Source: an optimization exercise on an open RTL-to-GDS flow (aim: small area and a short achievable clock period). Production flows keep margins and buffers that such runs may drop.
Where RTL was checked, it was by simulation tests only, not by an equivalence proof against the original.
The flow treats the clock pin as an ideal source. Dropping or thinning the clock tree relies on that and would not hold on a real chip.
Power figures rest on the tool's default switching activity, not on a simulated workload.

==> module reservation_station, before the edit <==
module reservation_station #(
    parameter RS_SIZE = 8,
    parameter PR_BITS = 6,
    parameter ROB_SIZE = 16,
    parameter ROB_BITS = $clog2(ROB_SIZE)
)(
    input  logic clk,
    input  logic rst,
    input  logic                  dispatch_en,
    input  logic [PR_BITS-1:0]    src1,
    input  logic [PR_BITS-1:0]    src2,
    input  logic [PR_BITS-1:0]    dst,
    input  logic                  src1_ready,
    input  logic                  src2_ready,
    input  logic                  use_imm,
    input  logic [31:0]           imm,
    input  logic [ROB_BITS-1:0]   alloc_rob_idx,
    input  logic                  dispatch_is_branch,
    input  logic [31:0]           dispatch_pc,
    input logic [1:0] dispatch_br_type,
    input  logic                  wb_valid,
    input  logic [PR_BITS-1:0]    wb_phys,
    input  logic                  issue_grant,
    output logic [1:0] issue_br_type,
    output logic                  issue_valid,
    output logic [PR_BITS-1:0]    issue_src1,
    output logic [PR_BITS-1:0]    issue_src2,
    output logic [PR_BITS-1:0]    issue_dst,
    output logic                  issue_use_imm,
    output logic [31:0]           issue_imm,
    output logic                  issue_is_branch,
    output logic [31:0]           issue_pc,
    output logic [ROB_BITS-1:0]   issue_rob_idx,
    output logic [$clog2(RS_SIZE)-1:0] issue_idx,
    output logic                  rs_full
);
    localparam int W = 3*PR_BITS + 1 + 32 + ROB_BITS + 1 + 32 + 2;
    localparam int NSEL = 3;
    logic [W-1:0] din;
    assign din = {src1, src2, dst, use_imm, imm, alloc_rob_idx,
                  dispatch_is_branch, dispatch_pc, dispatch_br_type};
    logic [RS_SIZE-1:0] rs_valid;
    logic [RS_SIZE-1:0] rs_rdy1;    
    logic [RS_SIZE-1:0] rs_rdy2;
    logic [W-1:0]       rs_data [RS_SIZE];
    logic [RS_SIZE-1:0] sel_q [NSEL];
    logic [RS_SIZE-1:0] sel;
    assign sel = sel_q[0];
    always_ff @(posedge clk) begin
        for (int i = 0; i < RS_SIZE; i++)
            if (!rs_valid[i])
                rs_data[i] <= din;
    end
    logic [RS_SIZE-1:0] free_oh;
    always_comb begin
        logic all_lower;
        all_lower = 1'b1;
        for (int i = 0; i < RS_SIZE; i++) begin
            free_oh[i] = !rs_valid[i] && all_lower;
            all_lower  = all_lower && rs_valid[i];
        end
    end
    logic disp_ok, rdy1_in, rdy2_in, disp_rdy;
    assign disp_ok  = dispatch_en && (dst != '0);
    assign rdy1_in  = src1_ready || (src1 == '0);
    assign rdy2_in  = src2_ready || (src2 == '0);
    assign disp_rdy = disp_ok && rdy1_in && rdy2_in;
    logic [RS_SIZE-1:0] keep, ok1, ok2, valid_n, rdy1_n, rdy2_n;
    always_comb begin
        for (int i = 0; i < RS_SIZE; i++) begin
            ok1[i]     = rs_rdy1[i] || (wb_valid && rs_data[i][W-1 -: PR_BITS] == wb_phys);
            ok2[i]     = rs_rdy2[i] || (wb_valid && rs_data[i][W-1-PR_BITS -: PR_BITS] == wb_phys);
            keep[i]    = rs_valid[i] && !(issue_grant && sel[i]);
            valid_n[i] = keep[i] || (disp_ok && free_oh[i]);
            rdy1_n[i]  = rs_valid[i] ? ok1[i] : rdy1_in;
            rdy2_n[i]  = rs_valid[i] ? ok2[i] : rdy2_in;
        end
    end
    logic [RS_SIZE-1:0] sel_n [NSEL];
    always_comb begin
        logic [RS_SIZE-1:0] r, rd, pn, pd;
        logic lower_n, lower_d;
        for (int k = 0; k < NSEL; k++) begin
            for (int i = 0; i < RS_SIZE; i++) begin
                case (k % 3)
                    0:       r[i] = (keep[i] && ok1[i]) && ok2[i];
                    1:       r[i] = keep[i] && (ok1[i] && ok2[i]);
                    default: r[i] = (keep[i] && ok2[i]) && ok1[i];
                endcase
                rd[i] = r[i] || free_oh[i];
            end
            lower_n = 1'b0;
            lower_d = 1'b0;
            for (int i = 0; i < RS_SIZE; i++) begin
                pn[i] = r[i] && !lower_n;
                pd[i] = rd[i] && !lower_d;
                lower_n = lower_n || r[i];
                lower_d = lower_d || rd[i];
            end
            sel_n[k] = disp_rdy ? pd : pn;
        end
    end
    always_ff @(posedge clk or posedge rst) begin
        if (rst) begin
            rs_valid <= '0;
            for (int k = 0; k < NSEL; k++) sel_q[k] <= '0;
        end else begin
            rs_valid <= valid_n;
            for (int k = 0; k < NSEL; k++) sel_q[k] <= sel_n[k];
        end
    end
    always_ff @(posedge clk) begin
        rs_rdy1 <= rdy1_n;
        rs_rdy2 <= rdy2_n;
    end
    logic [W-1:0] dout;
    always_comb begin
        dout = '0;
        for (int i = 0; i < RS_SIZE; i++)
            for (int b = 0; b < W; b++)
                dout[b] = dout[b] | (sel_q[b % NSEL][i] & rs_data[i][b]);
    end
    assign {issue_src1, issue_src2, issue_dst, issue_use_imm, issue_imm, issue_rob_idx,
            issue_is_branch, issue_pc, issue_br_type} = dout;
    assign issue_valid = |sel_q[2];
    assign issue_idx   = {sel_q[2][4] | sel_q[2][5] | sel_q[2][6] | sel_q[2][7],
                          sel_q[1][2] | sel_q[1][3] | sel_q[1][6] | sel_q[1][7],
                          sel_q[0][1] | sel_q[0][3] | sel_q[0][5] | sel_q[0][7]};
    assign rs_full     = &rs_valid;
endmodule
==> flow/config.mk <==
export PLATFORM = sky130hd
export DESIGN_NAME = reservation_station
export DESIGN_NICKNAME = reservation_station
export VERILOG_FILES = /design/flow/design.v
export SDC_FILE = /design/flow/constraint.sdc
export NUM_CORES = 4
export LEC_CHECK = 0
export CAP_MARGIN = 20
export CORE_MARGIN = 2
export CORE_UTILIZATION = 65
export PLACE_DENSITY = 0.75
export SETUP_SLACK_MARGIN = 2.0
export SLEW_MARGIN = 20
export TNS_END_PERCENT = 5
==> flow/constraint.sdc <==
create_clock -name core_clock -period 4.5 [get_ports {clk}]
set_input_delay 0.9000 -clock core_clock [delete_from_list [all_inputs] [get_ports {clk}]]
set_output_delay 0.9000 -clock core_clock [all_outputs]
set_load 0.01 [all_outputs]
standard.sh (not shown) runs the stock make flow with config.mk's settings and CLKGATE_MAP_FILE= SYNTH_SCRIPT=/design/flow/synth_recipe.tcl, a recipe that flattens the netlist after the stock synthesis.
==> flow/flow/run.sh <==
#!/bin/bash
# Standard ORFS layout, with plain buffers on the ports instead of the
# delay-cell buffers that buffer_ports picks by default, extra settings from
# flow/extra.mk, and flow/post_cts.tcl run at the end of CTS.
set -euo pipefail
EXTRA=()
[[ -f flow/extra.mk ]] && while IFS= read -r l; do [[ -n "$l" ]] && EXTRA+=("$l"); done < flow/extra.mk
bash standard.sh "BUFFER_PORTS_ARGS=-buffer_cell sky130_fd_sc_hd__buf_1" "POST_CTS_TCL=$PWD/flow/post_cts.tcl" "${EXTRA[@]}" finish > flow_standard.log 2>&1
Other scripts of this flow, unchanged in this note and not shown: flow/flow/extra.mk, flow/flow/post_cts.tcl
==> next run, changes <==
--- a/flow/design.v
+++ b/flow/design.v
@@ -36,5 +36,5 @@
 );
     localparam int W = 3*PR_BITS + 1 + 32 + ROB_BITS + 1 + 32 + 2;
-    localparam int NSEL = 3;
+    localparam int NSEL = 4;
     logic [W-1:0] din;
     assign din = {src1, src2, dst, use_imm, imm, alloc_rob_idx,
@@ -52,11 +52,12 @@
                 rs_data[i] <= din;
     end
-    logic [RS_SIZE-1:0] free_oh;
+    logic [RS_SIZE-1:0] free_oh, free_below;
     always_comb begin
         logic all_lower;
         all_lower = 1'b1;
         for (int i = 0; i < RS_SIZE; i++) begin
-            free_oh[i] = !rs_valid[i] && all_lower;
-            all_lower  = all_lower && rs_valid[i];
+            free_oh[i]    = !rs_valid[i] && all_lower;
+            free_below[i] = !all_lower;
+            all_lower     = all_lower && rs_valid[i];
         end
     end
@@ -77,4 +78,9 @@
         end
     end
+    function automatic logic lower_below(input logic [RS_SIZE-1:0] v, input int n);
+        lower_below = 1'b0;
+        for (int j = 0; j < RS_SIZE; j++)
+            if (j < n) lower_below = lower_below || v[j];
+    endfunction
     logic [RS_SIZE-1:0] sel_n [NSEL];
     always_comb begin
@@ -98,5 +104,10 @@
                 lower_d = lower_d || rd[i];
             end
-            sel_n[k] = disp_rdy ? pd : pn;
+            if (k < 3)
+                sel_n[k] = disp_rdy ? pd : pn;
+            else
+                for (int i = 0; i < RS_SIZE; i++)
+                    sel_n[k][i] = (pn[i] && !(disp_rdy && free_below[i])) ||
+                                  (disp_rdy && free_oh[i] && (pn[i] || !lower_below(r, i)));
         end
     end
@@ -123,5 +134,5 @@
     assign {issue_src1, issue_src2, issue_dst, issue_use_imm, issue_imm, issue_rob_idx,
             issue_is_branch, issue_pc, issue_br_type} = dout;
-    assign issue_valid = |sel_q[2];
+    assign issue_valid = |sel_q[3];
     assign issue_idx   = {sel_q[2][4] | sel_q[2][5] | sel_q[2][6] | sel_q[2][7],
                           sel_q[1][2] | sel_q[1][3] | sel_q[1][6] | sel_q[1][7],
Synthesized cell count goes up slightly.
Design area goes down by a few percent.
Routed wire length goes down by a few percent.
Via count goes down slightly.
Utilization goes down by 3.1 points.
Setup slack gets better by 0.012 ns.
Non-clock buffer count goes down by 44.
Critical path depth goes up by 3.
Global-route usage goes down by 2.4 points.
Sequential power is about the same.
Hold slack gets worse by 0.010 ns.

---

Setup of before:
The RTL this note starts from:
==> flow/design.v <==
module reservation_station #(
    parameter RS_SIZE = 8,
    parameter PR_BITS = 6,
    parameter ROB_SIZE = 16,
    parameter ROB_BITS = $clog2(ROB_SIZE)
)(
    input  logic clk,
    input  logic rst,
    input  logic                  dispatch_en,
    input  logic [PR_BITS-1:0]    src1,
    input  logic [PR_BITS-1:0]    src2,
    input  logic [PR_BITS-1:0]    dst,
    input  logic                  src1_ready,
    input  logic                  src2_ready,
    input  logic                  use_imm,
    input  logic [31:0]           imm,
    input  logic [ROB_BITS-1:0]   alloc_rob_idx,
    input  logic                  dispatch_is_branch,
    input  logic [31:0]           dispatch_pc,
    input logic [1:0] dispatch_br_type,
    input  logic                  wb_valid,
    input  logic [PR_BITS-1:0]    wb_phys,
    input  logic                  issue_grant,
    output logic [1:0] issue_br_type,
    output logic                  issue_valid,
    output logic [PR_BITS-1:0]    issue_src1,
    output logic [PR_BITS-1:0]    issue_src2,
    output logic [PR_BITS-1:0]    issue_dst,
    output logic                  issue_use_imm,
    output logic [31:0]           issue_imm,
    output logic                  issue_is_branch,
    output logic [31:0]           issue_pc,
    output logic [ROB_BITS-1:0]   issue_rob_idx,
    output logic [$clog2(RS_SIZE)-1:0] issue_idx,
    output logic                  rs_full
);
    localparam int W = 3*PR_BITS + 1 + 32 + ROB_BITS + 1 + 32 + 2;
    localparam int NSEL = 3;
    logic [W-1:0] din;
    assign din = {src1, src2, dst, use_imm, imm, alloc_rob_idx,
                  dispatch_is_branch, dispatch_pc, dispatch_br_type};
    logic [RS_SIZE-1:0] rs_valid;
    logic [RS_SIZE-1:0] rs_rdy1;    
    logic [RS_SIZE-1:0] rs_rdy2;
    logic [W-1:0]       rs_data [RS_SIZE];
    logic [RS_SIZE-1:0] sel_q [NSEL];
    logic [RS_SIZE-1:0] sel;
    assign sel = sel_q[0];
    logic       valid_q, full_q;
    logic [2:0] idx_q;
    always_ff @(posedge clk) begin
        for (int i = 0; i < RS_SIZE; i++)
            if (!rs_valid[i])
                rs_data[i] <= din;
    end
    logic [RS_SIZE-1:0] free_oh;
    always_comb begin
        logic all_lower;
        all_lower = 1'b1;
        for (int i = 0; i < RS_SIZE; i++) begin
            free_oh[i] = !rs_valid[i] && all_lower;
            all_lower  = all_lower && rs_valid[i];
        end
    end
    logic disp_ok, rdy1_in, rdy2_in, disp_rdy;
    assign disp_ok  = dispatch_en && (dst != '0);
    assign rdy1_in  = src1_ready || (src1 == '0);
    assign rdy2_in  = src2_ready || (src2 == '0);
    assign disp_rdy = disp_ok && rdy1_in && rdy2_in;
    logic [RS_SIZE-1:0] keep, ok1, ok2, valid_n, rdy1_n, rdy2_n;
    always_comb begin
        for (int i = 0; i < RS_SIZE; i++) begin
            ok1[i]     = rs_rdy1[i] || (wb_valid && rs_data[i][W-1 -: PR_BITS] == wb_phys);
            ok2[i]     = rs_rdy2[i] || (wb_valid && rs_data[i][W-1-PR_BITS -: PR_BITS] == wb_phys);
            keep[i]    = rs_valid[i] && !(issue_grant && sel[i]);
            valid_n[i] = keep[i] || (disp_ok && free_oh[i]);
            rdy1_n[i]  = rs_valid[i] ? ok1[i] : rdy1_in;
            rdy2_n[i]  = rs_valid[i] ? ok2[i] : rdy2_in;
        end
    end
    logic [RS_SIZE-1:0] sel_n [NSEL];
    logic [RS_SIZE-1:0] r0, prio_n, prio_d;
    always_comb begin
        logic [RS_SIZE-1:0] r, rd, pn, pd;
        logic lower_n, lower_d;
        for (int k = 0; k < NSEL; k++) begin
            for (int i = 0; i < RS_SIZE; i++) begin
                case (k % 3)
                    0:       r[i] = (keep[i] && ok1[i]) && ok2[i];
                    1:       r[i] = keep[i] && (ok1[i] && ok2[i]);
                    default: r[i] = (keep[i] && ok2[i]) && ok1[i];
                endcase
                rd[i] = r[i] || free_oh[i];
            end
            lower_n = 1'b0;
            lower_d = 1'b0;
            for (int i = 0; i < RS_SIZE; i++) begin
                pn[i] = r[i] && !lower_n;
                pd[i] = rd[i] && !lower_d;
                lower_n = lower_n || r[i];
                lower_d = lower_d || rd[i];
            end
            sel_n[k] = disp_rdy ? pd : pn;
            if (k == 0) begin
                r0     = r;
                prio_n = pn;
                prio_d = pd;
            end
        end
    end
    logic       valid_nq;
    logic [2:0] idx_nq;
    always_comb begin
        logic [2:0] en, ed;
        en = '0;
        ed = '0;
        for (int i = 0; i < RS_SIZE; i++) begin
            en = en | ({3{prio_n[i]}} & 3'(i));
            ed = ed | ({3{prio_d[i]}} & 3'(i));
        end
        valid_nq = disp_rdy ? ((|r0) || !(&rs_valid)) : (|r0);
        idx_nq   = disp_rdy ? ed : en;
    end
    always_ff @(posedge clk or posedge rst) begin
        if (rst) begin
            rs_valid <= '0;
            for (int k = 0; k < NSEL; k++) sel_q[k] <= '0;
            valid_q  <= 1'b0;
            idx_q    <= '0;
            full_q   <= 1'b0;
        end else begin
            rs_valid <= valid_n;
            for (int k = 0; k < NSEL; k++) sel_q[k] <= sel_n[k];
            valid_q  <= valid_nq;
            idx_q    <= idx_nq;
            full_q   <= &valid_n;
        end
    end
    always_ff @(posedge clk) begin
        rs_rdy1 <= rdy1_n;
        rs_rdy2 <= rdy2_n;
    end
    logic [W-1:0] dout;
    always_comb begin
        dout = '0;
        for (int i = 0; i < RS_SIZE; i++)
            for (int b = 0; b < W; b++)
                dout[b] = dout[b] | (sel_q[b % NSEL][i] & rs_data[i][b]);
    end
    assign {issue_src1, issue_src2, issue_dst, issue_use_imm, issue_imm, issue_rob_idx,
            issue_is_branch, issue_pc, issue_br_type} = dout;
    assign issue_valid = valid_q;
    assign issue_idx   = idx_q;
    assign rs_full     = full_q;
endmodule
Settings: LEC_CHECK=0, CAP_MARGIN=20, CORE_MARGIN=2, CORE_UTILIZATION=65, PLACE_DENSITY=0.75, SETUP_SLACK_MARGIN=2.3, SLEW_MARGIN=20, TNS_END_PERCENT=5; clock period 4.5 ns.
==> flow/flow/run.sh <==
#!/bin/bash
# Standard ORFS layout, with plain buffers on the ports instead of the
# delay-cell buffers that buffer_ports picks by default.
set -euo pipefail
EXTRA=()
[[ -f flow/extra.mk ]] && while IFS= read -r l; do [[ -n "$l" ]] && EXTRA+=("$l"); done < flow/extra.mk
bash standard.sh "BUFFER_PORTS_ARGS=-buffer_cell sky130_fd_sc_hd__buf_1" "${EXTRA[@]}" finish > flow_standard.log 2>&1
==> flow/flow/extra.mk <==
CTS_ARGS=-sink_clustering_enable -repair_clock_nets -dont_use_dummy_load -sink_clustering_size 24 -sink_clustering_max_diameter 80
Setup changes, before to after
--- a/flow/design.v
+++ b/flow/design.v
@@ -33,11 +33,11 @@
     output logic [ROB_BITS-1:0]   issue_rob_idx,
     output logic [$clog2(RS_SIZE)-1:0] issue_idx,
     output logic                  rs_full
 );
     localparam int W = 3*PR_BITS + 1 + 32 + ROB_BITS + 1 + 32 + 2;
-    localparam int NSEL = 3;
+    localparam int NSEL = 6;
     logic [W-1:0] din;
     assign din = {src1, src2, dst, use_imm, imm, alloc_rob_idx,
                   dispatch_is_branch, dispatch_pc, dispatch_br_type};
     logic [RS_SIZE-1:0] rs_valid;
     logic [RS_SIZE-1:0] rs_rdy1;    
@@ -51,17 +51,18 @@
     always_ff @(posedge clk) begin
         for (int i = 0; i < RS_SIZE; i++)
             if (!rs_valid[i])
                 rs_data[i] <= din;
     end
-    logic [RS_SIZE-1:0] free_oh;
+    logic [RS_SIZE-1:0] free_oh, free_below;
     always_comb begin
         logic all_lower;
         all_lower = 1'b1;
         for (int i = 0; i < RS_SIZE; i++) begin
-            free_oh[i] = !rs_valid[i] && all_lower;
-            all_lower  = all_lower && rs_valid[i];
+            free_oh[i]    = !rs_valid[i] && all_lower;
+            free_below[i] = !all_lower;
+            all_lower     = all_lower && rs_valid[i];
         end
     end
     logic disp_ok, rdy1_in, rdy2_in, disp_rdy;
     assign disp_ok  = dispatch_en && (dst != '0);
     assign rdy1_in  = src1_ready || (src1 == '0);
@@ -77,51 +78,31 @@
             rdy1_n[i]  = rs_valid[i] ? ok1[i] : rdy1_in;
             rdy2_n[i]  = rs_valid[i] ? ok2[i] : rdy2_in;
         end
     end
     logic [RS_SIZE-1:0] sel_n [NSEL];
-    logic [RS_SIZE-1:0] r0, prio_n, prio_d;
     always_comb begin
-        logic [RS_SIZE-1:0] r, rd, pn, pd;
-        logic lower_n, lower_d;
+        logic [RS_SIZE-1:0] r;
+        logic lower;
         for (int k = 0; k < NSEL; k++) begin
-            for (int i = 0; i < RS_SIZE; i++) begin
+            for (int i = 0; i < RS_SIZE; i++)
                 case (k % 3)
                     0:       r[i] = (keep[i] && ok1[i]) && ok2[i];
                     1:       r[i] = keep[i] && (ok1[i] && ok2[i]);
                     default: r[i] = (keep[i] && ok2[i]) && ok1[i];
                 endcase
-                rd[i] = r[i] || free_oh[i];
-            end
-            lower_n = 1'b0;
-            lower_d = 1'b0;
+            lower = 1'b0;
             for (int i = 0; i < RS_SIZE; i++) begin
-                pn[i] = r[i] && !lower_n;
-                pd[i] = rd[i] && !lower_d;
-                lower_n = lower_n || r[i];
-                lower_d = lower_d || rd[i];
-            end
-            sel_n[k] = disp_rdy ? pd : pn;
-            if (k == 0) begin
-                r0     = r;
-                prio_n = pn;
-                prio_d = pd;
+                if (k < 3)
+                    sel_n[k][i] = (r[i] && !lower && !(disp_rdy && free_below[i])) ||
+                                  (disp_rdy && free_oh[i] && !lower);
+                else
+                    sel_n[k][i] = !lower && ((r[i] && !(disp_rdy && free_below[i])) ||
+                                             (disp_rdy && free_oh[i]));
+                lower = lower || r[i];
             end
         end
-    end
-    logic       valid_nq;
-    logic [2:0] idx_nq;
-    always_comb begin
-        logic [2:0] en, ed;
-        en = '0;
-        ed = '0;
-        for (int i = 0; i < RS_SIZE; i++) begin
-            en = en | ({3{prio_n[i]}} & 3'(i));
-            ed = ed | ({3{prio_d[i]}} & 3'(i));
-        end
-        valid_nq = disp_rdy ? ((|r0) || !(&rs_valid)) : (|r0);
-        idx_nq   = disp_rdy ? ed : en;
     end
     always_ff @(posedge clk or posedge rst) begin
         if (rst) begin
             rs_valid <= '0;
             for (int k = 0; k < NSEL; k++) sel_q[k] <= '0;
@@ -129,12 +110,14 @@
             idx_q    <= '0;
             full_q   <= 1'b0;
         end else begin
             rs_valid <= valid_n;
             for (int k = 0; k < NSEL; k++) sel_q[k] <= sel_n[k];
-            valid_q  <= valid_nq;
-            idx_q    <= idx_nq;
+            valid_q  <= |sel_n[0];
+            idx_q    <= {sel_n[0][4] | sel_n[0][5] | sel_n[0][6] | sel_n[0][7],
+                         sel_n[0][2] | sel_n[0][3] | sel_n[0][6] | sel_n[0][7],
+                         sel_n[0][1] | sel_n[0][3] | sel_n[0][5] | sel_n[0][7]};
             full_q   <= &valid_n;
         end
     end
     always_ff @(posedge clk) begin
         rs_rdy1 <= rdy1_n;
### Flow results
Re time the final worst path needs with I/O delays and setup: after is 0.066 ns down on before. Comparing before against after, there is no change at all in final count of negative-setup-slack endpoints. after against before: hold slack picked up an extra 0.027 ns, die area picked up an extra 0.52%. before has higher portion of total power attributed to combinational logic than after. Synthesized-area fraction occupied by ao, oa, aoi and oai cells ended up 1.1 points lower on after than on before.
Function not checked in before: the RTL went through the layout flow alone.

-- re-timing with driven ports --
In the flow no input, the clock included, has a driving cell. The finished layouts below were timed again as built, in two steps.
Step 1 (the two cells are an assumption about what drives the block):
set clk [get_ports {clk}]
set_driving_cell -lib_cell sky130_fd_sc_hd__clkbuf_16 $clk
set_driving_cell -lib_cell sky130_fd_sc_hd__buf_2 [delete_from_list [all_inputs] $clk]
Step 2 times the ports against the registers' clock, not the clock port: input delays grow and output delays shrink by t, the midpoint of the rising clock arrivals with the driver on.
Three values: no drivers, after step 1, after step 2; two values: the first two.
run | shift t [ns] | slack for setup (ns) | worst hold slack (ns) | latest minus earliest clock arrival (ns)
the first run of note 1 | 0.503 | 1.875 / 1.755 / 1.437 | 0.535 / 0.494 / 0.535 | 0.055 / 0.054
the second run of note 1 | 0.504 | 1.888 / 1.774 / 1.451 | 0.525 / 0.523 / 0.525 | 0.053 / 0.053
before | 0.627 | 1.701 / 1.642 / 1.422 | 0.419 / 0.381 / 0.520 | 0.042 / 0.041
after | 0.634 | 1.767 / 1.707 / 1.244 | 0.446 / 0.408 / 0.517 | 0.037 / 0.036
After both steps setup and hold are still met in every run listed. For after, which loses most, drivers alone change the setup slack by -0.060 ns; drivers and shift together by -0.523 ns.
